This design comes from an exercise in tuning for small area and a short achievable clock period on the open sky130 flow, not from production work. RTL that was checked went through simulation tests only; none was proved equivalent to the original. No functional check of the RTL was part of run 1. Power and IR drop assume default switching activity.

$ cat flow/config.mk
export PLATFORM = sky130hd
export DESIGN_NAME = apb_top
export DESIGN_NICKNAME = apb_top
export VERILOG_FILES = /design/flow/design.v
export SDC_FILE = /design/flow/constraint.sdc
export NUM_CORES = 4
export LEC_CHECK = 0
export CAP_MARGIN = 20
export CORE_MARGIN = 2
export CORE_UTILIZATION = 55
export PLACE_DENSITY = 0.65
export SETUP_SLACK_MARGIN = 2.5
export SLEW_MARGIN = 20
export SYNTH_HIERARCHICAL = 1
$ cat flow/constraint.sdc
create_clock -name core_clock -period 6.0 [get_ports {PCLK_i}]
set_input_delay 1.2000 -clock core_clock [delete_from_list [all_inputs] [get_ports {PCLK_i}]]
set_output_delay 1.2000 -clock core_clock [all_outputs]
set_load 0.01 [all_outputs]
$ cat flow/design.v
module apb_master (
    input  wire PCLK,
    input  wire PRESETn,
    input  wire evnt_trig_i,
    input  wire PREADY,
    output wire m_setup,
    output wire m_access
);
    localparam [1:0] IDLE = 2'd0, SETUP = 2'd1, ACCESS = 2'd2;
    reg [1:0] state;
    reg [1:0] next_state;
    always @(*) begin
        case (state)
            IDLE:    next_state = evnt_trig_i ? SETUP : IDLE;
            SETUP:   next_state = ACCESS;
            ACCESS:  next_state = PREADY ? IDLE : ACCESS;
            default: next_state = IDLE;
        endcase
    end
    always @(posedge PCLK) begin
        if (!PRESETn) state <= IDLE;
        else          state <= next_state;
    end
    assign m_setup  = (state == SETUP);
    assign m_access = (state == ACCESS);
endmodule
module regbit (
    input  wire clk,
    input  wire we,
    input  wire hold,
    input  wire d,
    output reg  q
);
    always @(posedge clk)
        q <= (we & d) | (hold & q);
endmodule
module rd_and_or8 (
    input  wire [7:0] d,
    input  wire [7:0] s,
    output wire       y
);
    assign y = |(d & s);
endmodule
module rd_or2_n (
    input  wire a,
    input  wire b,
    output wire y_n
);
    assign y_n = ~(a | b);
endmodule
module rd_out (
    input  wire a_n,
    input  wire b_n,
    input  wire en_n,
    output wire y
);
    assign y = ~((a_n & b_n) | en_n);
endmodule
module rd_bit (
    input  wire [31:0] d,
    input  wire [31:0] s,
    input  wire        en_n,
    output wire        y
);
    wire [3:0] part;
    wire [1:0] half_n;
    genvar g;
    generate
        for (g = 0; g < 4; g = g + 1) begin : g_part
            rd_and_or8 u_part (.d(d[8*g+7:8*g]), .s(s[8*g+7:8*g]), .y(part[g]));
        end
        for (g = 0; g < 2; g = g + 1) begin : g_half
            rd_or2_n u_half (.a(part[2*g]), .b(part[2*g+1]), .y_n(half_n[g]));
        end
    endgenerate
    rd_out u_out (.a_n(half_n[0]), .b_n(half_n[1]), .en_n(en_n), .y(y));
endmodule
module inv_cell (
    input  wire a,
    output wire y
);
    assign y = ~a;
endmodule
module nand2_cell (
    input  wire a,
    input  wire b,
    output wire y
);
    assign y = ~(a & b);
endmodule
module nand3_cell (
    input  wire a,
    input  wire b,
    input  wire c,
    output wire y
);
    assign y = ~(a & b & c);
endmodule
module rd_en_gen (
    input  wire [26:0] addr_hi,
    input  wire        pwrite,
    input  wire        pready,
    input  wire        s_access,
    input  wire        s_setup_m_access,
    output wire        en_n
);
    wire access = s_setup_m_access | (s_access & ~pready);
    assign en_n = ~(access & ~|addr_hi & ~pwrite);
endmodule
module line_nor (
    input  wire a_n,
    input  wire b_n,
    output wire y
);
    assign y = ~(a_n | b_n);
endmodule
module line_or (
    input  wire a_n,
    input  wire b_n,
    output wire y
);
    assign y = a_n | b_n;
endmodule
module APB_slave (
    input  wire        PCLK,
    input  wire        PRESETn,
    input  wire        PREADY,
    input  wire        PWRITE,
    input  wire [31:0] PADDR,
    input  wire [31:0] PWRDATA,
    input  wire        m_setup,
    input  wire        m_access,
    output wire [31:0] PRDATA
);
    localparam [1:0] IDLE = 2'd0, SETUP = 2'd1, ACCESS = 2'd2;
    reg [1:0] state;
    reg [1:0] next_state;
    wire psel    = PRESETn & (m_setup | m_access);
    wire penable = m_access;
    always @(*) begin
        case (state)
            IDLE:    next_state = psel ? SETUP : IDLE;
            SETUP:   next_state = penable ? ACCESS : IDLE;
            ACCESS:  next_state = PREADY ? (psel ? SETUP : IDLE) : ACCESS;
            default: next_state = IDLE;
        endcase
    end
    always @(posedge PCLK or negedge PRESETn) begin
        if (!PRESETn) state <= IDLE;
        else          state <= next_state;
    end
    wire in_mem  = (next_state == ACCESS) & ~|PADDR[31:5];
    wire wr_en   = in_mem & PWRITE;
    wire [1:0] rd_en_n;
    genvar i, b;
    generate
        for (i = 0; i < 2; i = i + 1) begin : g_en
            rd_en_gen u_en (.addr_hi(PADDR[31:5]), .pwrite(PWRITE), .pready(PREADY),
                            .s_access(state == ACCESS),
                            .s_setup_m_access((state == SETUP) & penable),
                            .en_n(rd_en_n[i]));
        end
    endgenerate
    wire [4:0] a_n;
    wire [3:0] lo_n;
    wire [7:0] hi_n;
    generate
        for (i = 0; i < 5; i = i + 1) begin : g_inv
            inv_cell u_inv (.a(PADDR[i]), .y(a_n[i]));
        end
        for (i = 0; i < 4; i = i + 1) begin : g_lo
            nand2_cell u_lo (.a(i[0] ? PADDR[0] : a_n[0]),
                             .b(i[1] ? PADDR[1] : a_n[1]), .y(lo_n[i]));
        end
        for (i = 0; i < 8; i = i + 1) begin : g_hi
            nand3_cell u_hi (.a(i[0] ? PADDR[2] : a_n[2]),
                             .b(i[1] ? PADDR[3] : a_n[3]),
                             .c(i[2] ? PADDR[4] : a_n[4]), .y(hi_n[i]));
        end
    endgenerate
    wire [7:0] hi_wr_n = hi_n | {8{~wr_en}};
    wire [31:0] rd_sel, wr_sel, keep;
    generate
        for (i = 0; i < 32; i = i + 1) begin : g_line
            line_nor u_rs (.a_n(lo_n[i%4]), .b_n(hi_n[i/4]),    .y(rd_sel[i]));
            line_nor u_ws (.a_n(lo_n[i%4]), .b_n(hi_wr_n[i/4]), .y(wr_sel[i]));
            line_or  u_kp (.a_n(lo_n[i%4]), .b_n(hi_wr_n[i/4]), .y(keep[i]));
        end
    endgenerate
    wire [31:0] bit_col [0:31];
    generate
        for (i = 0; i < 32; i = i + 1) begin : g_word
            for (b = 0; b < 32; b = b + 1) begin : g_bit
                regbit u_bit (.clk(PCLK), .we(wr_sel[i]), .hold(keep[i]),
                              .d(PWRDATA[b]), .q(bit_col[b][i]));
            end
        end
        for (b = 0; b < 32; b = b + 1) begin : g_rd
            rd_bit u_rd (.d(bit_col[b]), .s(rd_sel), .en_n(rd_en_n[b/16]), .y(PRDATA[b]));
        end
    endgenerate
endmodule
module apb_top #(parameter DATA_WIDTH = 32, parameter ADDR_WIDTH = 32) (
    output [DATA_WIDTH-1:0] PRDATA_o,
    input                   PCLK_i,
    input                   PRESETn_i,
    input  [DATA_WIDTH-1:0] PWRDATA_i,
    input  [ADDR_WIDTH-1:0] PADDR_i,
    input                   PWRITE_i,
    input                   PREADY_i,
    input                   EVENT_i
);
    wire m_setup, m_access;
    apb_master master_inst (
        .PCLK(PCLK_i), .PRESETn(PRESETn_i), .evnt_trig_i(EVENT_i),
        .PREADY(PREADY_i), .m_setup(m_setup), .m_access(m_access)
    );
    APB_slave slave_inst (
        .PCLK(PCLK_i), .PRESETn(PRESETn_i), .PREADY(PREADY_i),
        .PWRITE(PWRITE_i), .PADDR(PADDR_i), .PWRDATA(PWRDATA_i),
        .m_setup(m_setup), .m_access(m_access), .PRDATA(PRDATA_o)
    );
endmodule
$ cat flow/flow/run.sh
#!/bin/bash
# Standard synthesis, then the standard ORFS layout with free cell sizing
# (no footprint matching), plain buffers on the ports, and a clock tree of
# mid-size buffers without dummy loads.
set -euo pipefail
bash standard.sh synth > synth.log 2>&1
bash standard.sh MATCH_CELL_FOOTPRINT=0 \
  "BUFFER_PORTS_ARGS=-buffer_cell sky130_fd_sc_hd__buf_2" \
  "CTS_ARGS=-sink_clustering_enable -repair_clock_nets -dont_use_dummy_load -buf_list {sky130_fd_sc_hd__clkbuf_4 sky130_fd_sc_hd__clkbuf_8} -sink_clustering_size 16 -sink_clustering_max_diameter 50" \
  finish > layout.log 2>&1
$ cat flow/standard.sh
#!/bin/bash
# synth_recipe.tcl (not shown) runs the flow's synth.tcl, then flattens the netlist and writes it again
# the make line also repeats each setting of config.mk as NAME=value (left out here)
make -C /OpenROAD-flow-scripts/flow DESIGN_CONFIG=/design/flow/config.mk WORK_HOME=/design/flow/orfs CLKGATE_MAP_FILE= SYNTH_SCRIPT=/design/flow/synth_recipe.tcl "${@:-finish}"
==> results.txt, run 1 <==
* Result of the run: finished clean
- Summing all placed instances gives a cell area of 38600 um^2.
- Sort of element at the end of the critical path: output port
* Area of the multi-input gates: 16700 um^2
- Clock tree from TritonCTS: yes
- Count of final setup violators: 0
- In this run switching power makes up 23.4% of total power.
* Chip height: 258 um
- Entering global routing, the biggest net connects 33 pins.
* Critical path type: in -> out
* Drt first-iter violations: 4359
- Ports placed on the boundary: 101
- Clock tree synthesis found a total of 1028 sinks.
- Final worst path period share: 74.9%
- Number of different library cells in the post-synthesis netlist: 26
* Overall die area: 66800 um^2
- Once the floorplan was initialized, standard cells occupied 55.4% of the core.
- Across the whole layout, storage elements account for 20600 um^2.
- Number of filler instances in the final layout: 4911
* GRT Total Usage: 40.8%
* Total Routed Length: 141000 um
- Final sum of negative setup slack: 0 ps
- Combinational cells account for 4.0% of the total power.
* Number of vias per cell after detailed routing: 7.51
- Summing all non-filler instances in the final layout gives an area of 43200 um^2.
- Total of flip-flops plus latches after synthesis: 1028
- Clock slew at the register clock pins of the worst setup and hold paths: 90 ps
* Critical path startpoint category: input port
- For this run, the top clock speed supported by timing is 0.222 GHz.
- Largest fanout on the critical path: 8
- Layout-stage area growth over the synthesis result: 21.4%
- Post-synthesis average cell area: 12.1 um^2
- The number of nets in the synthesized netlist is 3024.
- In the final routed layout, each cell accounts on average for 32.7 um.
* Num rows: 93
- In the routed design, unresolved DRC markers number 0.
* HPWL after detailed placement: 76000 um
- Power per cell area: 250 nW/um^2
- Cell Int Power: 8.30 mW
- Pwr Total: 10.8 mW
* Number of warnings issued by yosys: 9
* Worst clock skew on the final layout: 46.7 ps
- The net count of the finished layout is 3515.
- Number of CTS-inserted buffers: 92
- The tree is rooted in a sky130_fd_sc_hd__clkbuf_8.
* Sw Pwr: 2.53 mW
- Number of global-route vias before repair: 31254
* Core outline area: 64200 um^2
- The first global-routing pass estimated 205000 um of wire.
* 1st-pass router iterations: 8
* Arrival @ worst endpoint: 3300 ps
- Residual antenna-violating net count after detailed routing: 0
- Share of cells above drive strength 1: 22.9%
- Summing every instance area after synthesis gives 35600 um^2.
- The min-delay analysis places its worst path in the category in -> async.
* Chip width: 258 um
* Number of max-capacitance violations reported: 0
* Total number of H-tree levels: 3
* Final weighted congestion in routability-driven placement: 0.887
- The initial antenna violation count is 2.
- Via count of the routed design: 32286
* Final hold violation count: 0
- Setup repair after global routing could not meet its margin everywhere.
- CTS max path bufs: 3
- Commonest non-fill, non-tap cell in the layout: sky130_fd_sc_hd__dfxtp_1
- Port buffering added 100 buffers.
- Per report_power, the sequential group accounts for 63.0% of the total.
- At the pin with the least slew margin, the transition time is 1060 ps.
- Power share of the clock group: 33.0%
* Overflow left after global routing: 0
- Max transition margin: 29.5%
- For this run, the register share of the synthesized area comes to 57.8%.
* Maximum ir drop on the vdd rail: 0.000215 V
- Leaving out fill and tap cells, the most frequent cells in the layout are sky130_fd_sc_hd__dfxtp_1, sky130_fd_sc_hd__a22o_1, sky130_fd_sc_hd__a22oi_1.
- Gate count of the mapped netlist: 2955
- The number of pins with negative max-slew slack in the final report came to 0.
- For the worst flop-to-flop path, the logic depth is 7.
- STA puts the critical path data required time at 4800 ps.
* Reported leakage power: 15.9 nW
- The clock period could shrink to 4500 ps.
* Insertion delay to the later sink of the worst-skew pair: 710 ps
[state kept, by name (all words and copies together), names as in the netlist]
| signal | cells |
|---|---|
| slave_inst.state | 2 |
| master_inst.state | 2 |
| slave_inst.g_word.g_bit.u_bit.q | 1024 |
[power groups by stage]
stage / clock network [mW] / logic, mW / registers [mW]
6_report: 3.58 / 0.432 / 6.82
5_1_grt: 3.85 / 0.435 / 6.82
2_1_floorplan: 0 / 0.0662 / 6.98
4_1_cts: 3.59 / 0.400 / 6.82
3_3_place_gp: 0 / 0.292 / 6.98
3_5_place_dp: 0 / 0.300 / 6.98
[final cells by class]
cell class                 instances  share of cell area (%)
multi-input combinational       1937                    38.5
tap                              855                    2.47
timing repair buffer             380                    8.34
clock buffer                      92                    2.93
sequential                      1028                    47.6
inverter                           7                   0.104
antenna                            1                 0.00579
[Yosys stat by module, one instance, submodules excluded, a selection]
module	cells inside	flops+latches	area, um^2	times used
rd_en_gen	12	0	71.3	2
rd_and_or8	5	0	36.3	128
regbit	2	1	28.8	1024
rd_out	1	0	8.76	32
line_or	1	0	6.26	32
nand3_cell	1	0	5.00	8
line_nor	1	0	3.75	64
inv_cell	1	0	3.75	5
nand2_cell	1	0	3.75	4
rd_or2_n	1	0	3.75	64
[worst max-delay path, cell delays in order]
cell,delay [ps]
sky130_fd_sc_hd__buf_12,90
sky130_fd_sc_hd__clkinvlp_4,190
sky130_fd_sc_hd__nand3_4,210
sky130_fd_sc_hd__buf_6,130
sky130_fd_sc_hd__nor2_4,40
sky130_fd_sc_hd__buf_12,150
sky130_fd_sc_hd__buf_12,150
sky130_fd_sc_hd__buf_6,120
sky130_fd_sc_hd__a22oi_2,130
sky130_fd_sc_hd__nand4_1,320
sky130_fd_sc_hd__nor2_1,260
sky130_fd_sc_hd__a21oi_2,140
sky130_fd_sc_hd__buf_2,170
[synthesized netlist by cell type, drive strengths merged]
master | n | area [um^2]
or2 | 33 | 206
and3b | 1 | 8.76
nor4b | 2 | 17.5
or3 | 8 | 50.1
nand3 | 8 | 40.0
nor4 | 18 | 140
a21oi | 34 | 290
nand4 | 131 | 820
inv | 7 | 26.3
nand2 | 7 | 26.3
nor2b | 4 | 27.5
or4 | 4 | 30.0
o21a | 1 | 7.51
nor3 | 1 | 5.00
a22oi | 512 | 3840
nor2 | 129 | 484
dfrtp | 2 | 50.1
a22o | 1024 | 8970
o2111ai | 1 | 15.0
dfxtp | 1026 | 20500
nor3b | 2 | 15.0
[per-stage QoR]
step / worst slack (ps) / utilization, % / std cells / hold WS [ps]
2_1_floorplan: 2270 / - / 2955 / 435
3_3_place_gp: 883 / 60.1 / 4034 / 448
3_5_place_dp: 849 / 60.1 / 4034 / 453
4_1_cts: 1660 / 66.6 / 4281 / 236
5_1_grt: 1470 / 67.3 / 4300 / 247
6_report: 1500 / 67.3 / 4300 / 276
[timing repair]
item                       4_1_cts  5_1_grt
hold buffers                     0        0
pin swaps                      191       92
setup endpoints to repair       32       32
cloned                          22        0
setup buffers                  133       18
resized for setup              309       61
[layer usage]
layer  routed length (um)  GRT usage (%)  part of all wire, %
met5                   11              0               0.0078
met4                 6340           18.6                  4.5
met3                18900           13.6                   13
met2                59100           58.7                   42
met1                56300           55.6                   40
[final timing paths]
| path | from | end | slack (ps) |
|---|---|---|---|
| max | PADDR_i[4] | PRDATA_o[23] | 1500 |
| min | PRESETn_i | slave_inst.state[0]$_DFF_PN0_ | 280 |
| min in group core_clock | slave_inst.g_word[5].g_bit[7].u_bit.q$_DFF_P_ | slave_inst.g_word[5].g_bit[7].u_bit.q$_DFF_P_ | 470 |
| max in group asynchronous | PRESETn_i | slave_inst.state[1]$_DFF_PN0_ | 5610 |
| max reg2reg | master_inst.state[1]$_SDFF_PN0_ | slave_inst.g_word[3].g_bit[13].u_bit.q$_DFF_P_ | 3030 |
| min reg2reg | slave_inst.g_word[5].g_bit[7].u_bit.q$_DFF_P_ | slave_inst.g_word[5].g_bit[7].u_bit.q$_DFF_P_ | 470 |
[cell families (layout without fill, tap and decap cells)]
| logic type | Yosys count | after routing | synth area share (%) |
|---|---|---|---|
| AND/OR/NAND/NOR | 348 | 365 | 5.25 |
| other | 0 | 1 | 0 |
| AO/OA/AOI/OAI | 1572 | 1572 | 36.9 |
| flip-flops | 1028 | 1028 | 57.8 |
| buffers and inverters | 7 | 479 | 0.0738 |
==> run 2, diff against run 1 <==
--- a/flow/design.v
+++ b/flow/design.v
@@ -76,35 +76,23 @@
     rd_out u_out (.a_n(half_n[0]), .b_n(half_n[1]), .en_n(en_n), .y(y));
 endmodule
-module inv_cell (
-    input  wire a,
-    output wire y
+module predec2_n (
+    input  wire [1:0] a,
+    output wire [3:0] y_n
 );
-    assign y = ~a;
+    assign y_n[0] = ~(~a[1] & ~a[0]);
+    assign y_n[1] = ~(~a[1] &  a[0]);
+    assign y_n[2] = ~( a[1] & ~a[0]);
+    assign y_n[3] = ~( a[1] &  a[0]);
 endmodule
-module nand2_cell (
-    input  wire a,
-    input  wire b,
-    output wire y
+module predec3_n (
+    input  wire [2:0] a,
+    output wire [7:0] y_n
 );
-    assign y = ~(a & b);
-endmodule
-module nand3_cell (
-    input  wire a,
-    input  wire b,
-    input  wire c,
-    output wire y
-);
-    assign y = ~(a & b & c);
-endmodule
-module rd_en_gen (
-    input  wire [26:0] addr_hi,
-    input  wire        pwrite,
-    input  wire        pready,
-    input  wire        s_access,
-    input  wire        s_setup_m_access,
-    output wire        en_n
-);
-    wire access = s_setup_m_access | (s_access & ~pready);
-    assign en_n = ~(access & ~|addr_hi & ~pwrite);
+    genvar k;
+    generate
+        for (k = 0; k < 8; k = k + 1) begin : g_k
+            assign y_n[k] = ~(a == k);
+        end
+    endgenerate
 endmodule
 module line_nor (
@@ -151,34 +139,13 @@
     end
     wire in_mem  = (next_state == ACCESS) & ~|PADDR[31:5];
+    wire rd_en_n = ~(in_mem & ~PWRITE);
     wire wr_en   = in_mem & PWRITE;
-    wire [1:0] rd_en_n;
-    genvar i, b;
-    generate
-        for (i = 0; i < 2; i = i + 1) begin : g_en
-            rd_en_gen u_en (.addr_hi(PADDR[31:5]), .pwrite(PWRITE), .pready(PREADY),
-                            .s_access(state == ACCESS),
-                            .s_setup_m_access((state == SETUP) & penable),
-                            .en_n(rd_en_n[i]));
-        end
-    endgenerate
-    wire [4:0] a_n;
     wire [3:0] lo_n;
     wire [7:0] hi_n;
-    generate
-        for (i = 0; i < 5; i = i + 1) begin : g_inv
-            inv_cell u_inv (.a(PADDR[i]), .y(a_n[i]));
-        end
-        for (i = 0; i < 4; i = i + 1) begin : g_lo
-            nand2_cell u_lo (.a(i[0] ? PADDR[0] : a_n[0]),
-                             .b(i[1] ? PADDR[1] : a_n[1]), .y(lo_n[i]));
-        end
-        for (i = 0; i < 8; i = i + 1) begin : g_hi
-            nand3_cell u_hi (.a(i[0] ? PADDR[2] : a_n[2]),
-                             .b(i[1] ? PADDR[3] : a_n[3]),
-                             .c(i[2] ? PADDR[4] : a_n[4]), .y(hi_n[i]));
-        end
-    endgenerate
     wire [7:0] hi_wr_n = hi_n | {8{~wr_en}};
+    predec2_n u_pd_lo (.a(PADDR[1:0]), .y_n(lo_n));
+    predec3_n u_pd_hi (.a(PADDR[4:2]), .y_n(hi_n));
     wire [31:0] rd_sel, wr_sel, keep;
+    genvar i, b;
     generate
         for (i = 0; i < 32; i = i + 1) begin : g_line
@@ -197,5 +164,5 @@
         end
         for (b = 0; b < 32; b = b + 1) begin : g_rd
-            rd_bit u_rd (.d(bit_col[b]), .s(rd_sel), .en_n(rd_en_n[b/16]), .y(PRDATA[b]));
+            rd_bit u_rd (.d(bit_col[b]), .s(rd_sel), .en_n(rd_en_n), .y(PRDATA[b]));
         end
     endgenerate
--- a/flow/config.mk
+++ b/flow/config.mk
@@ -10,5 +10,5 @@
 export CORE_UTILIZATION = 55
 export PLACE_DENSITY = 0.65
-export SETUP_SLACK_MARGIN = 2.5
+export SETUP_SLACK_MARGIN = 1.8
 export SLEW_MARGIN = 20
 export SYNTH_HIERARCHICAL = 1
==> results.txt, run 2 <==
* Core outline area: 64100 um^2 (-0.18%)
- Sw Pwr: 2.49 mW (-1.5%)
- First-pass GRT wire length: 195000 um (-5.2%)
- The post-synthesis share of cell area spent on full adders, half adders and majority gates came to 0% (unchanged).
- The combinational group share of total power is 3.2% (-0.8 points).
* Final worst path period share: 74.4% (-0.53 points)
* Post-synthesis cell area: 35500 um^2 (-0.31%)
- The die footprint was 66600 um^2 (-0.31%).
- Number of different library cells in the post-synthesis netlist: 31 (+19%)
* Clock Tree Root: sky130_fd_sc_hd__clkbuf_8
- Critical path data required time: 4800 ps (about the same)
- The number of pins with negative max-slew slack in the final report came to 0 (unchanged).
- Largest registers in the final layout: slave_inst.g_word.g_bit.u_bit.q (1024), master_inst.state (2), slave_inst.state (2)
- The final wirelength came to 135000 um (-3.9%).
- The global routing met3 resource utilization came to 11.9% (-1.7 points).
- Share of cells above drive strength 1: 16.5% (-6.5 points)
- The flip-flop count of the largest register, all copies and words added came to 1024 (unchanged).
- Starting Density: 55.4% (-0.073 points)
* Number of vias per cell after detailed routing: 7.49 (-0.27%)
- Peak per-stage delay on the critical path: 390 ps (+70 ps)
* Chip height: 258 um (-0.15%)
- The number of sinks handled by clock tree synthesis is 1028 (unchanged).
* Worst hold-check path type: in -> async
- Largest reg by FF count: slave_inst.g_word.g_bit.u_bit.q
* GRT Total Usage: 38.9% (-2.0 points)
* Met2 Resource Use GR: 55.8% (-2.9 points)
* Chip width: 258 um (-0.15%)
- The placement row count is 93 (unchanged).
- Overflow left after global routing: 0 (unchanged)
- Via count of the routed design: 30955 (-4.1%)
- By area, the combinational part of the netlist is dominated by compound AO/OA/AOI/OAI gates.
- The maximum frequency from static timing analysis came to 0.224 GHz (+0.71%).
- Count of final setup violators: 0 (unchanged)
- Pwr Total: 10.8 mW (-0.68%)
- Relative to the synthesized area, the layout overhead comes to 15.5%.
- The slew at the pin closest to its max-slew limit was 1010 ps (-46.6 ps).
* Maximum ir drop on the vdd rail: 0.000183 V (-15%)
- Synth cell count leaders: sky130_fd_sc_hd__dfxtp_1, sky130_fd_sc_hd__a22o_1, sky130_fd_sc_hd__a22oi_1
* HPWL after detailed placement: 71400 um (-6.0%)
- The proportion of total power due to net switching came to 23.2% (-0.19 points).
- The H-tree depth came to 3 (unchanged).
* Part of the power in registers: 63.4% (+0.4 points)
- Final hold violation count: 0 (unchanged)
* Total of flip-flops plus latches after synthesis: 1028 (unchanged)
- The number of search-and-repair iterations in the first detailed-routing pass came to 6 (-2).
* Top flip-flop cell by instance count after synthesis: sky130_fd_sc_hd__dfxtp_1
* Insertion delay to the later sink of the worst-skew pair: 740 ps (+30 ps)
- The detailed-route DRC error count is 0 (unchanged).
- The cell that appears most often on the critical path is sky130_fd_sc_hd__nor2_4.
- The tightest slew margin relative to the limit was 32.6% (+3.1 points).
- Leaving out fill and tap cells, the most frequent cell in the layout is sky130_fd_sc_hd__dfxtp_1.
- Register area share after synthesis: 58.0% (+0.18 points)
* Cell with the biggest individual delay on the critical path: sky130_fd_sc_hd__or3b_4
- Antenna violations before repair: 10 (+8)
- The total negative slack was 0 ps (unchanged).
- The via count of the first global-routing pass was 29622 (-5.2%).
- The share of synthesized area spent on multiplexers is 0% (unchanged).
- Async set-or-reset flop fraction in the synthesized netlist: 0.195% (unchanged)
- CTS max path bufs: 3 (unchanged)
- Final Core Density: 64.0% (-3.3 points)
- The TritonCTS buffer count came to 92 (unchanged).
* Number of port buffers: 100 (unchanged)
- The clock share of power came to 33.4% (+0.4 points).
- Tightest hold margin: 240 ps (-35.6 ps)
- Compound-gate portion of the synthesized area: 37.0% (+0.094 points)
* Most used standard cell by instance count after synthesis: sky130_fd_sc_hd__dfxtp_1
- Kind of cell adding the most delay to the critical path: simple AND/OR/NAND/NOR gates
* Nets@finish: 3345 (-4.8%)
* Largest cells by area after synthesis: sky130_fd_sc_hd__dfxtp_1, sky130_fd_sc_hd__a22o_1, sky130_fd_sc_hd__a22oi_1
- The post-route minimum period came to 4470 ps (-31.9 ps).
- Drt first-iter violations: 4070 (-6.6%)
- TritonCTS built the clock tree.
- The max-capacitance violation count was 0 (unchanged).
- In the layout the commonest cells are sky130_fd_sc_hd__dfxtp_1, sky130_fd_sc_hd__a22o_1, sky130_fd_sc_hd__a22oi_1.
- The post-synthesis cell count was 2929 (-0.88%).
- Reported leakage power: 15.0 nW (-5.1%)
- After global routing, the most crowded layer is met2.
- Number of buffers and inverters on the critical path: 4 (-3)
- Critical path startpoint category: input port
* XOR/XNOR share of the synthesized area: 0% (unchanged)
- RSZ-0062 raised after global routing: true
* Result of the run: finished clean
* Residual antenna-violating net count after detailed routing: 0 (unchanged)
- Critical path type: in -> out
- The final design instance area without fill came to 41000 um^2 (-5.1%).
- The fraction of the mapped netlist area in simple logic gates is 4.98% (-0.28 points).
- The synthesized area divided by synthesized cell count is 12.1 um^2 (+0.57%).
- The portion of synthesized cell area occupied by the leading cell type is 57.9% (+0.18 points).
- The clock edge transition at the registers on the reported setup and hold paths is 90 ps (about the same).
* Sort of element at the end of the critical path: output port
- The worst clock skew on the final layout is 88.4 ps (+41.7 ps).
- Post-Syn Nets: 2998 (-0.86%)
* Number of warnings issued by yosys: 9 (unchanged)
- Ports placed on the boundary: 101 (unchanged)
- Dominant cell type by area after synthesis: sky130_fd_sc_hd__dfxtp_1
- The number of fill cells was 5011 (+2.0%).
- The count of flip-flops with a built-in enable after synthesis came to 0 (unchanged).
- The met1 track demand over resource in global routing came to 52.7% (-2.9 points).
* Largest net degree at the start of global routing: 33 (unchanged)
- Post-Place Cell Area: 38000 um^2 (-1.6%)
- The power density of the placed cells came to 262 nW/um^2 (+4.7%).
- The internal power of the cells was 8.26 mW (-0.44%).
- The biggest fanout along the worst timing path is 8 (unchanged).
- The data arrival time of the critical path came to 3270 ps (-30 ps).
* Ordered cell list for the critical path: buf_6, or3b_4, nor2_4, buf_12, clkbuf_16, a22oi_1, nand4_1, nor2_4, a21oi_2, buf_2
- Average wire per cell in the routed design: 32.7 um (about the same)
- The weighted congestion reported at the end of routability-driven placement was 0.861 (-2.9%).
[run 2: cell types whose count changed after synthesis, moves of 3 or more]
cell,before,now
sky130_fd_sc_hd__inv_1,7,1
sky130_fd_sc_hd__nand3b_1,0,4
sky130_fd_sc_hd__nand4_1,131,128
sky130_fd_sc_hd__nand4b_1,0,8
sky130_fd_sc_hd__or3b_1,0,3
sky130_fd_sc_hd__nand2_1,7,2
sky130_fd_sc_hd__or4_1,4,0
sky130_fd_sc_hd__nor4_1,15,4
sky130_fd_sc_hd__nand3_1,8,1
sky130_fd_sc_hd__or3_1,8,1
[run 2: path summary, 6_finish.rpt]
| kind | start | endpoint | slack [ps] | cells after the start |
|---|---|---|---|---|
| max in group asynchronous | PRESETn_i | slave_inst.state[1]$_DFF_PN0_ | 5650 | 1 |
| setup / recovery | PADDR_i[3] | PRDATA_o[14] | 1530 | 10 |
| hold reg to reg | slave_inst.state[0]$_DFF_PN0_ | slave_inst.state[0]$_DFF_PN0_ | 460 | 1 |
| setup reg to reg | master_inst.state[1]$_SDFF_PN0_ | slave_inst.g_word[3].g_bit[4].u_bit.q$_DFF_P_ | 2720 | 7 |
| hold / removal | PRESETn_i | slave_inst.state[0]$_DFF_PN0_ | 240 | 1 |
| min in group core_clock | slave_inst.state[0]$_DFF_PN0_ | slave_inst.state[0]$_DFF_PN0_ | 460 | 1 |
[run 2: per-layer routing]
metal  routed length [um]  up-vias
met2                56500     2021
met5                   57        -
met3                17500      343
met1                54100    15633
li1                     -    12950
met4                 6990        8
[run 2: per-stage QoR]
step,worst slack (ps),instances
6_report,1530,4134
5_1_grt,1570,4133
4_1_cts,1660,4119
3_5_place_dp,970,3981
3_3_place_gp,1000,3981
2_1_floorplan,1560,2929
[run 2: final cells by class]
type	instances	area (um^2)	share of cell area [%]
Multi-Input combinational cell	1898	15600	38.1
Inverter	1	3.75	0.00915
Tap cell	855	1070	2.61
Sequential cell	1028	20600	50.2
Antenna cell	5	12.5	0.0305
Clock buffer	92	1270	3.09
Timing Repair Buffer	255	2440	5.95
[run 2: per-module statistics from Yosys (local to each module, per instance), excerpt]
module / cells / cell area (um^2)
APB_slave: 29 / 265
apb_master: 8 / 78.8
predec3_n: 8 / 60.1
rd_and_or8: 5 / 36.3
regbit: 2 / 28.8
predec2_n: 4 / 22.5
rd_out: 1 / 8.76
line_or: 1 / 6.26
line_nor: 1 / 3.75
rd_or2_n: 1 / 3.75
[run 2: power by group through the flow]
stage               clock, mW  combinational [mW]  sequential (mW)
floorplan                   0              0.0507             6.98
global placement            0               0.264             6.98
detailed placement          0               0.271             6.98
CTS                      3.60               0.319             6.82
global route             3.85               0.344             6.82
finish                   3.59               0.343             6.82
[run 2: cells by family after synthesis]
logic type | count (synthesis)
simple gates | 326
compound gates | 1571
buf+inv | 4
flops | 1028
[run 2: repair_timing]
action,CTS,global route
hold buffers,0,0
pin swaps,111,57
setup endpoints to repair,32,32
gates cloned,18,3
gates resized for setup,208,49
setup buffers,28,7
==> run 3, diff against run 2 <==
--- a/flow/config.mk
+++ b/flow/config.mk
@@ -10,5 +10,5 @@
 export CORE_UTILIZATION = 55
 export PLACE_DENSITY = 0.65
-export SETUP_SLACK_MARGIN = 1.8
+export SETUP_SLACK_MARGIN = 1.6
 export SLEW_MARGIN = 20
 export SYNTH_HIERARCHICAL = 1
==> results.txt, run 3 <==
* Result of the run: finished clean
- The synthesized area divided by synthesized cell count was 12.1 um^2 (unchanged).
- The max-capacitance violation count was 0 (unchanged).
- Number of CTS-inserted buffers: 92 (unchanged)
- Min Tclk post-route: 4480 ps (+16.1 ps)
- Total of flip-flops plus latches after synthesis: 1028 (unchanged)
- Routed met3 length: 15800 um (-9.7%)
* Drt first-iter violations: 4148 (+1.9%)
* Top flip-flop cell by instance count after synthesis: sky130_fd_sc_hd__dfxtp_1
- The highest metal layer carrying signal wires in the routed design is met5.
- DP Worst Slack: 970 ps (unchanged)
- Commonest non-fill, non-tap cell in the layout: sky130_fd_sc_hd__dfxtp_1
- STA classifies the critical path startpoint as an input port.
* Routed length on met2: 56600 um (+0.18%)
- Met1 layer wirelength in the final routing: 54300 um (+0.29%)
* Critical path data required time: 4800 ps (about the same)
- Number of global-route vias before repair: 29426 (-0.66%)
- The final wirelength was 132000 um (-2.3%).
- Most used standard cell by instance count after synthesis: sky130_fd_sc_hd__dfxtp_1
* Via count of the routed design: 30697 (-0.83%)
* Clock slew at the register clock pins of the worst setup and hold paths: 90 ps (about the same)
- The hold-fix buffer count after cts is 0 (unchanged).
- HPWL after detailed placement: 71400 um (unchanged)
* Final weighted congestion in routability-driven placement: 0.861 (unchanged)
- Clock tree from TritonCTS: yes
- Worst hold-check path type: in -> async
- Slew at the pin with the worst max-slew slack: 1010 ps (+0.0885 ps)
- The number of search-and-repair iterations in the first detailed-routing pass is 5 (-1).
* Critical path type: in -> out
- Number of different library cells in the post-synthesis netlist: 31 (unchanged)
- The worst-skew pair later-pin latency is 730 ps (about the same).
- Peak clock frequency supported by timing: 0.223 GHz (-0.36%)
* Reg2reg path depth: 7 (unchanged)
* Final Worst Setup Slack: 1520 ps (-16.1 ps)
- The area of combinational cells with multiple inputs came to 15400 um^2 (-1.7%).
- The remaining number of nets flagged by the antenna check after routing came to 0 (unchanged).
* Final hold violation count: 0 (unchanged)
* Number of flip-flops in the largest register: 1024 (unchanged)
* Nets@finish: 3316 (-0.87%)
* Core outline area: 64100 um^2 (unchanged)
- The number of fill cells is 5121 (+2.2%).
- The initial antenna violation count was 10 (unchanged).
- Chip width: 258 um (unchanged)
- Number of vias per cell after detailed routing: 7.48 (-0.11%)
- The starting density of the core was 55.4% (unchanged).
- Num rows: 93 (unchanged)
- Traced cell by cell, the critical path runs through buf_2, nand2_4, buf_4, nor2_2, buf_6, a22oi_1, nand4_1, nor2_2, a21oi_4, buf_2.
- Reg2reg end: slave_inst.g_word[3].g_bit[4].u_bit.q$_DFF_P_
- The number of pins with negative max-slew slack in the final report came to 0 (unchanged).
- Following the worst setup path forward leads to its endpoint at PRDATA_o[1].
- The post-synthesis cell count is 2929 (unchanged).
* Final worst path period share: 74.7% (+0.27 points)
* Number of warnings issued by yosys: 9 (unchanged)
- Max transition margin: 32.6% (about the same)
- The mean routed wirelength per cell came to 32.2 um (-1.5%).
* Worst clock skew on the final layout: 80.2 ps (-8.21 ps)
- RSZ-0062 raised after global routing: true
* Dominant cell type by area after synthesis: sky130_fd_sc_hd__dfxtp_1
- By area the synthesized netlist is led by sky130_fd_sc_hd__dfxtp_1, sky130_fd_sc_hd__a22o_1, sky130_fd_sc_hd__a22oi_1.
- Largest fanout on the critical path: 32 (+24)
- Sorting the synthesized cells by how often they occur yields sky130_fd_sc_hd__dfxtp_1, sky130_fd_sc_hd__a22o_1, sky130_fd_sc_hd__a22oi_1.
* Number of port buffers: 100 (unchanged)
- Ports placed on the boundary: 101 (unchanged)
- Maximum ir drop on the vdd rail: 0.000180 V (-1.3%)
- The top cell types in the final layout, fill and taps aside, are sky130_fd_sc_hd__dfxtp_1, sky130_fd_sc_hd__a22o_1, sky130_fd_sc_hd__a22oi_1.
- The maximum number of pins on one net before global-route repair is 33 (unchanged).
* Clock Tree Root: sky130_fd_sc_hd__clkbuf_8
* Top-area cell type share of the netlist area: 57.9% (unchanged)
* Count of final setup violators: 0 (unchanged)
- The number of sinks handled by clock tree synthesis is 1028 (unchanged).
- Post-synthesis cell area: 35500 um^2 (unchanged)
* Startpoint of the most critical setup path: PADDR_i[1]
* Reg-to-reg startpoint: master_inst.state[1]$_SDFF_PN0_
- DR DRC count: 0 (unchanged)
- The data arrival time of the critical path came to 3280 ps (about the same).
* Largest reg by FF count: slave_inst.g_word.g_bit.u_bit.q
- The standby leakage power came to 14.8 nW (-1.9%).
- For this design, the slowest cell found on the critical path is sky130_fd_sc_hd__buf_6.
* Sort of element at the end of the critical path: output port
* Peak per-stage delay on the critical path: 320 ps (-70 ps)
- Total area of sequential cells: 20600 um^2 (unchanged)
- The minimum setup slack among reg-to-reg paths came to 2700 ps (-20 ps).
- The total negative slack came to 0 ps (unchanged).
- The share of async-settable or async-resettable flops after synthesis was 0.195% (unchanged).
* CTS max path bufs: 3 (unchanged)
* Pwr Total: 10.7 mW (-0.35%)
- First-pass GRT wire length: 191000 um (-2.1%)
- Largest registers in the final layout: slave_inst.g_word.g_bit.u_bit.q (1024), master_inst.state (2), slave_inst.state (2)
- Overflow left after global routing: 0 (unchanged)
* Register area share after synthesis: 58.0% (unchanged)
- Overall die area: 66600 um^2 (unchanged)
- Post-Syn Nets: 2998 (unchanged)
- The H-tree depth is 3 (unchanged).
- Share of cells above drive strength 1: 14.9% (-1.5 points)
- The count of flip-flops with a built-in enable after synthesis came to 0 (unchanged).
- Power per cell area: 267 nW/um^2 (+1.7%)
- Layout-stage area growth over the synthesis result: 13.3%
- The floorplan die height came to 258 um (unchanged).
* GRT Total Usage: 37.9% (-0.96 points)
run 3: cell counts after synthesis:
No cell type changed its count.
run 3: worst max-delay path, delay by kind of cell:
family / cells / cell delay (ps)
compound gates: 2 / 450
simple gates: 4 / 680
buf+inv: 4 / 910
run 3: how the worst min path moves through the flow:
stage	from	endpoint	slack, ps	cells after the start
2_1_floorplan	slave_inst.state[0]$_DFF_PN0_	slave_inst.state[0]$_DFF_PN0_	420	1
3_3_place_gp	slave_inst.state[0]$_DFF_PN0_	slave_inst.state[0]$_DFF_PN0_	440	1
3_5_place_dp	slave_inst.state[0]$_DFF_PN0_	slave_inst.state[0]$_DFF_PN0_	450	1
4_1_cts	PRESETn_i	slave_inst.state[0]$_DFF_PN0_	210	1
5_1_grt	PRESETn_i	slave_inst.state[0]$_DFF_PN0_	220	1
6_report	PRESETn_i	slave_inst.state[0]$_DFF_PN0_	250	1
run 3: report_power, final:
group	switching (mW)	internal [mW]	total [mW]
logic	0.252	0.0617	0.314
registers	0.00125	6.82	6.82
clock network	2.22	1.37	3.58
run 3: routing by layer:
| layer | up-vias | track usage [%] |
|---|---|---|
| li1 | 12888 | - |
| met1 | 15596 | 52.0 |
| met2 | 1943 | 54.6 |
| met3 | 266 | 10.7 |
| met4 | 4 | 19.1 |
| met5 | - | 0 |
run 3: Yosys stat by module (local to each module, per instance), excerpt:
module	cells	flip-flops and latches
rd_and_or8	5	0
rd_out	1	0
regbit	2	1
predec2_n	4	0
predec3_n	8	0
rd_or2_n	1	0
line_or	1	0
line_nor	1	0
apb_master	8	2
APB_slave	29	2
run 3: per-stage QoR:
step	hold WS (ps)	utilization [%]	cell area (um^2)	instances
after floorplan	423	-	35600	2929
after global placement	440	59.2	38000	3981
after detailed placement	446	59.2	38000	3981
after CTS	209	62.1	39800	4086
after global routing	221	62.7	40200	4104
final	252	62.7	40200	4104
run 3: area by class of cell:
class,count,area share (%)
Tap cell,855,2.66
Timing Repair Buffer,227,4.73
Multi-Input combinational cell,1897,38.2
Clock buffer,92,3.15
Sequential cell,1028,51.2
Inverter,1,0.00934
Antenna cell,4,0.0249
run 3: what timing repair did:
| item | CTS | global route |
|---|---|---|
| resized for setup | 110 | 64 |
| buffers inserted | 10 | 11 |
| pin swaps | 15 | 48 |
| gates cloned | 3 | 3 |
| endpoints found under the setup margin | 32 | 32 |
run 3: cells by family after synthesis:
| group | Yosys count | synth area share (%) |
|---|---|---|
| buffers and inverters | 4 | 0.0740 |
| flip-flops | 1028 | 58.0 |
| AND/OR/NAND/NOR | 326 | 4.98 |
| AO/OA/AOI/OAI | 1571 | 37.0 |
==> run 4, diff against run 3 <==
--- a/flow/config.mk
+++ b/flow/config.mk
@@ -10,5 +10,5 @@
 export CORE_UTILIZATION = 55
 export PLACE_DENSITY = 0.65
-export SETUP_SLACK_MARGIN = 1.6
+export SETUP_SLACK_MARGIN = 2.5
 export SLEW_MARGIN = 20
 export SYNTH_HIERARCHICAL = 1
==> results.txt, run 4 <==
- Peak clock frequency supported by timing: 0.225 GHz (+0.76%)
- Reported leakage power: 15.1 nW (+2.3%)
- The cell area after technology mapping was 35500 um^2 (unchanged).
* Overflow left after global routing: 0 (unchanged)
- The initial antenna violation count is 10 (unchanged).
- Number of max-capacitance violations reported: 0 (unchanged)
- Signal routing reaches up to met5.
- The minimum setup slack among reg-to-reg paths came to 2750 ps (+50 ps).
* Number of clock sinks seen by CTS: 1028 (unchanged)
- The slew at the pin closest to its max-slew limit is 1010 ps (+3.62 ps).
- Max transition margin: 32.4% (-0.24 points)
* Final sum of negative setup slack: 0 ps (unchanged)
- Total Routed Length: 135000 um (+2.5%)
- The worst-skew pair later-pin latency was 740 ps (about the same).
* Area of the multi-input gates: 15600 um^2 (+1.4%)
- The net count after synthesis was 2998 (unchanged).
- The sequential fraction of the synthesis area came to 58.0% (unchanged).
* Number of warnings issued by yosys: 9 (unchanged)
* Maximum ir drop on the vdd rail: 0.000184 V (+2.0%)
* Residual antenna-violating net count after detailed routing: 0 (unchanged)
* Num rows: 93 (unchanged)
- Total number of H-tree levels: 3 (unchanged)
- The weighted congestion reported at the end of routability-driven placement is 0.861 (unchanged).
* Average wire per cell in the routed design: 32.7 um (+1.6%)
* Worst hold-check path type: in -> async
* Clock tree from TritonCTS: yes
* Dominant cell type by area after synthesis: sky130_fd_sc_hd__dfxtp_1
- The starting density of the core was 55.4% (unchanged).
- The depth of the most critical reg-to-reg path came to 7 (unchanged).
* Largest registers in the final layout: slave_inst.g_word.g_bit.u_bit.q (1024), master_inst.state (2), slave_inst.state (2)
- The half-perimeter wire length of the detailed placement result is 71400 um (unchanged).
* Layout-stage area growth over the synthesis result: 15.7%
- The data arrival time of the critical path came to 3250 ps (-30 ps).
- The via count of the first global-routing pass was 29695 (+0.91%).
- The flip-flop count of the largest register, all copies and words added is 1024 (unchanged).
- The die footprint is 66600 um^2 (unchanged).
- The synthesized area divided by synthesized cell count came to 12.1 um^2 (unchanged).
* Synth cell count leaders: sky130_fd_sc_hd__dfxtp_1, sky130_fd_sc_hd__a22o_1, sky130_fd_sc_hd__a22oi_1
- Number of different library cells in the post-synthesis netlist: 31 (unchanged)
* Commonest non-fill, non-tap cell in the layout: sky130_fd_sc_hd__dfxtp_1
- 1st-pass router iterations: 6 (+1)
- STA classifies the critical path startpoint as an input port.
- The share of async-settable or async-resettable flops after synthesis was 0.195% (unchanged).
* Top-area cell type share of the netlist area: 57.9% (unchanged)
* GRT Total Usage: 39.0% (+1.1 points)
- The power consumption came to 10.8 mW (+0.38%).
* Met1 layer wirelength in the final routing: 54100 um (-0.32%)
* Sort of element at the end of the critical path: output port
- The number of pins with negative max-slew slack in the final report was 0 (unchanged).
- Startpoint of the most critical setup path: PADDR_i[3]
- Chip width: 258 um (unchanged)
* Reg2reg end: slave_inst.g_word[3].g_bit[4].u_bit.q$_DFF_P_
* Tightest hold margin: 240 ps (-12.0 ps)
* Chip height: 258 um (unchanged)
- Total area of sequential cells: 20600 um^2 (unchanged)
- Top flip-flop cell by instance count after synthesis: sky130_fd_sc_hd__dfxtp_1
* Min Tclk post-route: 4450 ps (-33.9 ps)
- The biggest fanout along the worst timing path was 8 (-75%).
- The total via count after detailed routing was 31059 (+1.2%).
- Setup repair after global routing could not meet its margin everywhere.
- The detailed-route DRC error count was 0 (unchanged).
* Clock slew at the register clock pins of the worst setup and hold paths: 90 ps (about the same)
* Critical path data required time: 4800 ps (about the same)
- The deepest clock path buffer count is 3 (unchanged).
- The placeable core area was 64100 um^2 (unchanged).
- The number of top-level pins came to 101 (unchanged).
- The maximum number of pins on one net before global-route repair came to 33 (unchanged).
* Number of port buffers: 100 (unchanged)
- The flow ran to the end and the layout has no timing, DRC or antenna violations.
* Count of final setup violators: 0 (unchanged)
* First-pass GRT wire length: 196000 um (+2.5%)
* Clock Tree Root: sky130_fd_sc_hd__clkbuf_8
- The met3 wire length came to 17500 um (+11%).
- Number of CTS-inserted buffers: 92 (unchanged)
- CTS Hold Bufs: 0 (unchanged)
- Total of flip-flops plus latches after synthesis: 1028 (unchanged)
- Commonest cells after routing, fill and taps aside: sky130_fd_sc_hd__dfxtp_1, sky130_fd_sc_hd__a22o_1, sky130_fd_sc_hd__a22oi_1
- Final hold violation count: 0 (unchanged)
* Gate count of the mapped netlist: 2929 (unchanged)
- Number of flops mapped to enable cells by yosys: 0 (unchanged)
* Share of cells above drive strength 1: 16.5% (+1.6 points)
* Power per cell area: 262 nW/um^2 (-1.7%)
- The detailed-route vias per instance came to 7.50 (+0.30%).
- Drt first-iter violations: 4159 (+0.27%)
- Routed length on met2: 56900 um (+0.63%)
- Number of filler instances in the final layout: 5014 (-2.1%)
* Largest reg by FF count: slave_inst.g_word.g_bit.u_bit.q
* Final worst path period share: 74.1% (-0.57 points)
- Most used standard cell by instance count after synthesis: sky130_fd_sc_hd__dfxtp_1
* Nets@finish: 3352 (+1.1%)
* Worst clock skew on the final layout: 89.8 ps (+9.63 ps)
* Critical path type: in -> out
- Largest cells by area after synthesis: sky130_fd_sc_hd__dfxtp_1, sky130_fd_sc_hd__a22o_1, sky130_fd_sc_hd__a22oi_1
- In this run the critical register-to-register path is launched from master_inst.state[1]$_SDFF_PN0_.
run 4: cell counts after synthesis:
No cell type changed its count.
run 4: modules after synthesis (local to each module, per instance), excerpt:
module,cells inside,times used
apb_master,8,1
predec3_n,8,1
regbit,2,1024
predec2_n,4,1
rd_or2_n,1,64
line_nor,1,64
run 4: how the worst max path moves through the flow:
stage | to | slack (ps)
after floorplan | PRDATA_o[0] | 1560
after global placement | PRDATA_o[8] | 1000
after global routing | PRDATA_o[8] | 1570
after detailed placement | PRDATA_o[8] | 970
final | PRDATA_o[16] | 1550
after CTS | PRDATA_o[1] | 1660
run 4: metrics by stage:
stage	cells	util (%)	worst slack, ps	instance area [um^2]
floorplan	2929	-	1560	35600
global placement	3981	59.2	1000	38000
detailed placement	3981	59.2	970	38000
CTS	4124	63.6	1660	40800
global route	4140	64.1	1570	41100
finish	4140	64.1	1550	41100
run 4: kinds of logic after synthesis:
logic type      count (synthesis)  share of synthesized area, %
compound gates               1571                          37.0
flops                        1028                          58.0
simple gates                  326                          4.98
buf+inv                         4                        0.0740
run 4: repair_timing:
action	CTS	global route
cloned	20	1
endpoints found under the setup margin	32	32
pin swaps	118	31
setup buffers	31	11
gates resized for setup	214	38
run 4: worst max-delay path, stage by stage:
cell	delay (ps)
sky130_fd_sc_hd__buf_6	110
sky130_fd_sc_hd__or3b_4	380
sky130_fd_sc_hd__nor2_4	120
sky130_fd_sc_hd__buf_12	160
sky130_fd_sc_hd__clkbuf_16	170
sky130_fd_sc_hd__a22oi_1	200
sky130_fd_sc_hd__nand4_1	340
sky130_fd_sc_hd__nor2_4	310
sky130_fd_sc_hd__a21oi_2	70
sky130_fd_sc_hd__buf_2	170
run 4: per-layer routing:
metal,global-route usage [%],vias up
met1,53.1,15657
met3,11.7,345
met5,0,-
li1,-,12973
met4,20.3,6
met2,55.9,2078
run 4: cell type report:
| class | instances | area share [%] |
|---|---|---|
| sequential | 1028 | 50.1 |
| inverter | 1 | 0.00914 |
| antenna | 4 | 0.0244 |
| clock buffer | 92 | 3.08 |
| timing repair buffer | 262 | 6.19 |
| tap | 855 | 2.60 |
| multi-input combinational | 1898 | 38.0 |
run 4: power breakdown:
| group | internal [mW] | leakage (nW) | total [mW] | switching (mW) |
|---|---|---|---|---|
| clock | 1.37 | 0.661 | 3.59 | 2.23 |
| sequential | 6.82 | 8.29 | 6.82 | 0.00124 |
| combinational | 0.0787 | 6.15 | 0.344 | 0.266 |
==> run 5, diff against run 4 <==
--- a/flow/config.mk
+++ b/flow/config.mk
@@ -10,5 +10,6 @@
 export CORE_UTILIZATION = 55
 export PLACE_DENSITY = 0.65
-export SETUP_SLACK_MARGIN = 2.5
+export SETUP_SLACK_MARGIN = 1.5
 export SLEW_MARGIN = 20
 export SYNTH_HIERARCHICAL = 1
+export TNS_END_PERCENT = 5
==> results.txt, run 5 <==
- Result of the run: finished clean
- Largest cells by area after synthesis: sky130_fd_sc_hd__dfxtp_1, sky130_fd_sc_hd__a22o_1, sky130_fd_sc_hd__a22oi_1
* Proportion of power drawn by combinational gates: 2.9% (-0.3 points)
- Number of clock sinks seen by CTS: 1028 (unchanged)
* Total of flip-flops plus latches after synthesis: 1028 (unchanged)
- Commonest cells after routing, fill and taps aside: sky130_fd_sc_hd__dfxtp_1, sky130_fd_sc_hd__a22o_1, sky130_fd_sc_hd__a22oi_1
- Power share of the clock group: 33.4% (about the same)
- Reported leakage power: 14.7 nW (-2.5%)
- First-pass GRT wire length: 190000 um (-2.8%)
- Largest reg by FF count: slave_inst.g_word.g_bit.u_bit.q
- Total number of H-tree levels: 3 (unchanged)
- Peak per-stage delay on the critical path: 410 ps (+30 ps)
* DR DRC count: 0 (unchanged)
- The placement row count was 93 (unchanged).
- In the final layout, the registers with the most flip-flops are slave_inst.g_word.g_bit.u_bit.q (1024), master_inst.state (2), slave_inst.state (2).
- Critical path data required time: 4800 ps (about the same)
- The count of flip-flops with a built-in enable after synthesis was 0 (unchanged).
* Number of warnings issued by yosys: 9 (unchanged)
- The clock edge transition at the registers on the reported setup and hold paths is 80 ps (about the same).
* DP Worst Slack: 868 ps (-103 ps)
- The hold violation count in the final report is 0 (unchanged).
* Arrival @ worst endpoint: 3380 ps (+130 ps)
* Worst hold-check path type: in -> async
- CTS max path bufs: 3 (unchanged)
- Post-Syn Nets: 2998 (unchanged)
* Critical path startpoint category: input port
- The worst clock skew on the final layout came to 37.9 ps (-51.9 ps).
* Routing usage on met3: 10.4% (-1.3 points)
- Commonest non-fill, non-tap cell in the layout: sky130_fd_sc_hd__dfxtp_1
- Traced cell by cell, the critical path runs through buf_2, nand2b_2, buf_12, nor2_2, buf_4, a22oi_1, nand4_1, nor2_1, a21oi_2, buf_2.
- The mean routed wirelength per cell is 31.5 um (-3.7%).
- Maximum ir drop on the vdd rail: 0.000197 V (+7.1%)
- The most common cell in the synthesized netlist is sky130_fd_sc_hd__dfxtp_1.
- The routing usage on met2 is 55.1% (-0.74 points).
- The final-layout worst hold slack came to 290 ps (+49.9 ps).
- Number of max-capacitance violations reported: 0 (unchanged)
- The count of input and output buffers was 100 (unchanged).
- Peak clock frequency supported by timing: 0.218 GHz (-3.0%)
* Total Routed Length: 130000 um (-4.2%)
* Total placed cells including tap cells: 3992 (+0.28%)
- Post-synthesis cell area: 35500 um^2 (unchanged)
- The final critical-path share of the clock period was 76.4% (+2.3 points).
* Register area share after synthesis: 58.0% (unchanged)
- Via count of the routed design: 30563 (-1.6%)
- Post-route standard cell area excluding fillers: 39900 um^2 (-2.8%)
- The power share of the sequential group is 63.7% (+0.3 points).
- STA classifies the critical path endpoint as an output port.
- The final design utilization was 62.3% (-1.8 points).
* Chip height: 258 um (unchanged)
- Insertion delay to the later sink of the worst-skew pair: 700 ps (-40 ps)
- Clock Tree Root: sky130_fd_sc_hd__clkbuf_8
* Post-synthesis average cell area: 12.1 um^2 (unchanged)
* Final weighted congestion in routability-driven placement: 0.856 (-0.55%)
- Chip width: 258 um (unchanged)
- Number of flip-flops in the largest register: 1024 (unchanged)
* 1st-pass router iterations: 6 (unchanged)
- Max-slew violations: 0 (unchanged)
- The final critical-path setup slack is 1420 ps (-137 ps).
- Slew at the pin with the worst max-slew slack: 997 ps (-17.6 ps)
- The biggest fanout along the worst timing path is 32 (+24).
- The net switching power of the design is 2.44 mW (-2.3%).
* Number of global-route vias before repair: 29460 (-0.79%)
* Clock tree from TritonCTS: yes
- Cell Int Power: 8.27 mW (about the same)
* Synth cell count leaders: sky130_fd_sc_hd__dfxtp_1, sky130_fd_sc_hd__a22o_1, sky130_fd_sc_hd__a22oi_1
- Compared with the post-synthesis result, the final layout area differs by 12.5%.
- RSZ-0062 raised after global routing: true
- The half-perimeter wire length of the detailed placement result was 72100 um (+1.0%).
- Dominant cell type by area after synthesis: sky130_fd_sc_hd__dfxtp_1
- Switching share of power: 22.8% (-0.43 points)
- GRT Total Usage: 37.7% (-1.3 points)
- The setup violation total in the final timing report is 0 (unchanged).
* Count of non-filler cells in the finished layout: 4116 (-0.58%)
- Top-area cell type share of the netlist area: 57.9% (unchanged)
* Min Tclk post-route: 4580 ps (+137 ps)
- Overall die area: 66600 um^2 (unchanged)
- The placeable core area was 64100 um^2 (unchanged).
- Async set-or-reset flop fraction in the synthesized netlist: 0.195% (unchanged)
- The power consumption came to 10.7 mW (-0.47%).
- On the critical path, the stage with the largest delay is an instance of sky130_fd_sc_hd__nand4_1.
* Post-Place Cell Area: 38100 um^2 (+0.26%)
* Nets@finish: 3329 (-0.69%)
- Residual antenna-violating net count after detailed routing: 0 (unchanged)
* Starting Density: 55.4% (unchanged)
- Top flip-flop cell by instance count after synthesis: sky130_fd_sc_hd__dfxtp_1
- Ports placed on the boundary: 101 (unchanged)
- Cell occurring most often along the worst timing path: sky130_fd_sc_hd__buf_2
* Overflow left after global routing: 0 (unchanged)
- Largest net degree at the start of global routing: 33 (unchanged)
- The detailed-route vias per instance came to 7.43 (-1.0%).
- The met1 track demand over resource in global routing is 52.1% (-1.0 points).
- The initial antenna violation count is 8 (-2).
- By startpoint and endpoint, the worst setup path is classified as in -> out.
- Share of cells above drive strength 1: 14.4% (-2.2 points)
* Number of CTS-inserted buffers: 94 (+2.2%)
- GRT busiest layer: met2
* Power per cell area: 268 nW/um^2 (+2.4%)
- The tightest slew margin relative to the limit came to 33.5% (+1.2 points).
- Number of different library cells in the post-synthesis netlist: 31 (unchanged)
- The first-iteration detailed-routing DRC count is 4018 (-3.4%).
* Final sum of negative setup slack: 0 ps (unchanged)
- Gate count of the mapped netlist: 2929 (unchanged)
-- run 5: cell counts after synthesis --
Identical to the previous run, type by type.
-- run 5: layout make-up --
| cell class | instances | area (um^2) |
|---|---|---|
| multi-input combinational | 1897 | 15200 |
| timing repair buffer | 238 | 1730 |
| sequential | 1028 | 20600 |
| tap | 855 | 1070 |
| clock buffer | 94 | 1290 |
| inverter | 1 | 3.75 |
| fill | 5204 | 24200 |
| antenna | 3 | 7.51 |
-- run 5: power groups by stage --
stage | Combinational (mW) | Clock (mW) | Sequential [mW]
after floorplan | 0.0481 | 0 | 6.98
after global placement | 0.266 | 0 | 6.98
after detailed placement | 0.273 | 0 | 6.98
after CTS | 0.284 | 3.61 | 6.82
after global routing | 0.313 | 3.86 | 6.82
final | 0.308 | 3.58 | 6.82
-- run 5: cell families after synthesis --
| group | count (synthesis) | synth area share (%) |
|---|---|---|
| AOI/OAI and AO/OA | 1571 | 37.0 |
| buffers and inverters | 4 | 0.0740 |
| DFF | 1028 | 58.0 |
| and+or+nand+nor | 326 | 4.98 |
-- run 5: modules after synthesis (local to each module, per instance), a selection --
module      copies in the design  flip-flops and latches  cells  cell area (um^2)
APB_slave                      1                       2     29               265
apb_master                     1                       2      8              78.8
predec3_n                      1                       0      8              60.1
rd_and_or8                   128                       0      5              36.3
regbit                      1024                       1      2              28.8
predec2_n                      1                       0      4              22.5
rd_out                        32                       0      1              8.76
line_or                       32                       0      1              6.26
line_nor                      64                       0      1              3.75
rd_or2_n                      64                       0      1              3.75
-- run 5: what timing repair did --
| item | in CTS | in global routing |
|---|---|---|
| pin swaps | 10 | 14 |
| setup endpoints to repair | 32 | 32 |
| hold buffers | 0 | 0 |
| cloned | 0 | 0 |
| gates resized for setup | 51 | 26 |
| setup buffers | 12 | 15 |
| endpoints found under the hold margin | 0 | 0 |
-- run 5: final timing paths --
check	startpoint	to	slack, ps	depth (start not counted)
min	PRESETn_i	slave_inst.state[1]$_DFF_PN0_	290	1
min reg2reg	slave_inst.g_word[7].g_bit[15].u_bit.q$_DFF_P_	slave_inst.g_word[7].g_bit[15].u_bit.q$_DFF_P_	470	1
max	PADDR_i[1]	PRDATA_o[13]	1420	10
max in group asynchronous	PRESETn_i	slave_inst.state[0]$_DFF_PN0_	5590	1
max reg2reg	master_inst.state[1]$_SDFF_PN0_	slave_inst.g_word[24].g_bit[19].u_bit.q$_DFF_P_	2730	7
min in group core_clock	slave_inst.g_word[7].g_bit[15].u_bit.q$_DFF_P_	slave_inst.g_word[7].g_bit[15].u_bit.q$_DFF_P_	470	1
-- run 5: routing by layer --
metal | vias up | part of all wire (%)
met5 | - | 0.041
met4 | 10 | 4.7
met3 | 307 | 12
met2 | 1913 | 42
met1 | 15435 | 41
li1 | 12898 | -
-- run 5: critical path: cells and delay by family --
| family | cells | cell delay [ps] |
|---|---|---|
| simple gates | 4 | 1050 |
| buf+inv | 4 | 780 |
| compound gates | 2 | 310 |
==> run 6, diff against run 5 <==
--- a/flow/config.mk
+++ b/flow/config.mk
@@ -6,10 +6,9 @@
 export NUM_CORES = 4
 export LEC_CHECK = 0
-export CAP_MARGIN = 20
+export CAP_MARGIN = 5
 export CORE_MARGIN = 2
 export CORE_UTILIZATION = 55
 export PLACE_DENSITY = 0.65
 export SETUP_SLACK_MARGIN = 1.5
-export SLEW_MARGIN = 20
+export SLEW_MARGIN = 5
 export SYNTH_HIERARCHICAL = 1
-export TNS_END_PERCENT = 5
==> results.txt, run 6 <==
- The flow ran to the end and the layout has no timing, DRC or antenna violations.
* Critical path type: in -> out
- Overall die area: 66600 um^2 (unchanged)
- The cell area after technology mapping is 35500 um^2 (unchanged).
- The number of pins with negative max-slew slack in the final report is 0 (unchanged).
* Largest registers in the final layout: slave_inst.g_word.g_bit.u_bit.q (1024), master_inst.state (2), slave_inst.state (2)
- Residual antenna-violating net count after detailed routing: 0 (unchanged)
* Most used standard cell by instance count after synthesis: sky130_fd_sc_hd__dfxtp_1
- Slew at the pin with the worst max-slew slack: 1000 ps (+3.45 ps)
- Clock Tree Root: sky130_fd_sc_hd__clkbuf_8
- In this run the critical register-to-register path is launched from master_inst.state[1]$_SDFF_PN0_.
* Total number of H-tree levels: 3 (unchanged)
* Count of non-filler cells in the finished layout: 4122 (+0.15%)
- Num rows: 93 (unchanged)
- RSZ-0062 raised after global routing: false
- The worst ir drop on vdd is 0.000196 V (-0.37%).
- The number of sinks handled by clock tree synthesis came to 1028 (unchanged).
- The post-synthesis cell count came to 2929 (unchanged).
* Min Tclk post-route: 4470 ps (-115 ps)
* Async set-or-reset flop fraction in the synthesized netlist: 0.195% (unchanged)
- The total negative slack was 0 ps (unchanged).
* Largest net degree at the start of global routing: 33 (unchanged)
- The deepest clock path buffer count was 3 (unchanged).
- The standby leakage power is 14.8 nW (+0.48%).
- Post-route standard cell area excluding fillers: 40100 um^2 (+0.42%)
- The number of search-and-repair iterations in the first detailed-routing pass was 6 (unchanged).
- Commonest non-fill, non-tap cell in the layout: sky130_fd_sc_hd__dfxtp_1
- The setup violation total in the final timing report was 0 (unchanged).
- The placeable core area is 64100 um^2 (unchanged).
- Ranked by total cell area, the synthesized netlist is headed by sky130_fd_sc_hd__dfxtp_1, sky130_fd_sc_hd__a22o_1, sky130_fd_sc_hd__a22oi_1.
* Number of port buffers: 100 (unchanged)
- The instance count after placement with tap cells included is 3992 (unchanged).
* Nets@finish: 3335 (+0.18%)
- The clock edge transition at the registers on the reported setup and hold paths was 80 ps (about the same).
* Post-Syn Nets: 2998 (unchanged)
* Number of warnings issued by yosys: 9 (unchanged)
* Final weighted congestion in routability-driven placement: 0.856 (unchanged)
- Sort of element at the end of the critical path: output port
- Overflow left after global routing: 0 (unchanged)
* Insertion delay to the later sink of the worst-skew pair: 700 ps (about the same)
* Starting Density: 55.4% (unchanged)
* Ports placed on the boundary: 101 (unchanged)
- The proportion of layout cells with a drive suffix above 1 came to 14.6% (+0.25 points).
* Power per cell area: 267 nW/um^2 (-0.34%)
- Max transition margin: 33.3% (-0.23 points)
- Chip width: 258 um (unchanged)
* Post-Place Cell Area: 38100 um^2 (unchanged)
- The worst clock skew on the final layout is 37.2 ps (-0.694 ps).
* HPWL after detailed placement: 72100 um (unchanged)
* Number of global-route vias before repair: 29498 (+0.13%)
* Register area share after synthesis: 58.0% (unchanged)
- Number of flops mapped to enable cells by yosys: 0 (unchanged)
- The power consumption was 10.7 mW (about the same).
- The initial antenna violation count was 8 (unchanged).
- Final worst path period share: 74.5% (-1.9 points)
- Total of flip-flops plus latches after synthesis: 1028 (unchanged)
* Number of vias per cell after detailed routing: 7.40 (-0.34%)
- Largest reg by FF count: slave_inst.g_word.g_bit.u_bit.q
- Commonest cells after routing, fill and taps aside: sky130_fd_sc_hd__dfxtp_1, sky130_fd_sc_hd__a22o_1, sky130_fd_sc_hd__a22oi_1
- Largest fanout on the critical path: 32 (unchanged)
- The first-iteration detailed-routing DRC count came to 3991 (-0.67%).
* Critical path data required time: 4800 ps (about the same)
* Layout-stage area growth over the synthesis result: 12.9%
* GRT Total Usage: 37.7% (about the same)
- The TritonCTS buffer count was 94 (unchanged).
- The final wirelength came to 130000 um (+0.28%).
- Chip height: 258 um (unchanged)
- Reg2reg setup slack: 2750 ps (+20 ps)
- The worst hold path belongs to the class in -> async.
- Final Core Density: 62.5% (+0.26 points)
- The most used flip-flop cell after synthesis is sky130_fd_sc_hd__dfxtp_1.
* Via count of the routed design: 30502 (-0.20%)
- First-pass GRT wire length: 190000 um (unchanged)
* Top-area cell type share of the netlist area: 57.9% (unchanged)
- In the synthesized netlist, the cells that appear most often are sky130_fd_sc_hd__dfxtp_1, sky130_fd_sc_hd__a22o_1, sky130_fd_sc_hd__a22oi_1.
* DR DRC count: 0 (unchanged)
- Final hold violation count: 0 (unchanged)
- Average wire per cell in the routed design: 31.5 um (+0.13%)
* Peak clock frequency supported by timing: 0.224 GHz (+2.6%)
- The synthesized area divided by synthesized cell count is 12.1 um^2 (unchanged).
* Number of different library cells in the post-synthesis netlist: 31 (unchanged)
* Arrival @ worst endpoint: 3270 ps (-110 ps)
- The worst setup path is launched from an input port.
- The flip-flop count of the largest register, all copies and words added came to 1024 (unchanged).
- Reg2reg path depth: 7 (unchanged)
- Clock tree from TritonCTS: yes
* Reg2reg end: slave_inst.g_word[24].g_bit[19].u_bit.q$_DFF_P_
- Number of max-capacitance violations reported: 0 (unchanged)
* Dominant cell type by area after synthesis: sky130_fd_sc_hd__dfxtp_1
[run 6: cell counts after synthesis]
No cell type changed its count.
[run 6: logic make-up after synthesis]
kind of cell           after synthesis  share of synthesized area [%]
AOI/OAI and AO/OA                 1571                           37.0
buffers and inverters                4                         0.0740
DFF                               1028                           58.0
and+or+nand+nor                    326                           4.98
[run 6: cell type report]
| type | instances | area, um^2 |
|---|---|---|
| well taps | 855 | 1070 |
| repair buffers | 244 | 1870 |
| clock buffers | 94 | 1290 |
| diodes | 3 | 7.51 |
| inverters | 1 | 3.75 |
| flip-flops and latches | 1028 | 20600 |
| fillers | 5183 | 24000 |
| multi-input cells | 1897 | 15200 |
[run 6: metal layers]
metal / up-vias / wire length (um) / track usage [%]
li1: 12917 / - / -
met1: 15459 / 53600 / 52.0
met2: 1818 / 54900 / 55.1
met3: 296 / 15600 / 10.6
met4: 12 / 5850 / 16.7
met5: - / 72 / 0
[run 6: critical path: stages]
cell	delay (ps)
sky130_fd_sc_hd__buf_2	160
sky130_fd_sc_hd__nand2b_4	200
sky130_fd_sc_hd__buf_12	170
sky130_fd_sc_hd__nor2_2	50
sky130_fd_sc_hd__buf_8	200
sky130_fd_sc_hd__a22oi_1	240
sky130_fd_sc_hd__nand4_1	440
sky130_fd_sc_hd__nor2_4	320
sky130_fd_sc_hd__a21oi_2	100
sky130_fd_sc_hd__buf_2	150
[run 6: worst max path at each step]
stage,start,endpoint,slack [ps],cells past startpoint
final,PADDR_i[1],PRDATA_o[1],1530,10
after global routing,PADDR_i[0],PRDATA_o[0],1500,11
after CTS,PADDR_i[4],PRDATA_o[4],1500,9
after detailed placement,PADDR_i[2],PRDATA_o[6],870,9
after global placement,PADDR_i[2],PRDATA_o[6],860,9
after floorplan,PADDR_i[1],PRDATA_o[0],1530,6
[run 6: timing repair]
action,CTS,global route
setup endpoints to repair,32,29
buffers inserted,15,16
pin swaps,13,18
gates resized for setup,60,39
cloned,0,2
hold buffers,0,0
[run 6: report_power, final]
| part | switching [mW] | internal, mW |
|---|---|---|
| logic | 0.252 | 0.0622 |
| registers | 0.00119 | 6.82 |
| clock network | 2.19 | 1.39 |
[run 6: metrics by stage]
step                      worst slack (ps)  hold WS [ps]
after floorplan                       1530           423
after global placement                 861           437
after detailed placement               868           453
after CTS                             1500           239
after global routing                  1500           248
final                                 1530           286
[run 6: modules after synthesis, one instance, submodules excluded, a selection]
module,flops+latches,times used,cell area [um^2],cells
APB_slave,2,1,265,29
apb_master,2,1,78.8,8
predec3_n,0,1,60.1,8
rd_and_or8,0,128,36.3,5
regbit,1,1024,28.8,2
predec2_n,0,1,22.5,4
rd_out,0,32,8.76,1
line_or,0,32,6.26,1
line_nor,0,64,3.75,1
rd_or2_n,0,64,3.75,1

Re-timed with assumed drivers on the ports (clkbuf_16 on the clock, buf_2 on other inputs), run 6 has 1.413 ns of setup slack against 1.531 ns with ideal ports, and 1.413 ns once port delays also move by the mid clock arrival of 0.768 ns.
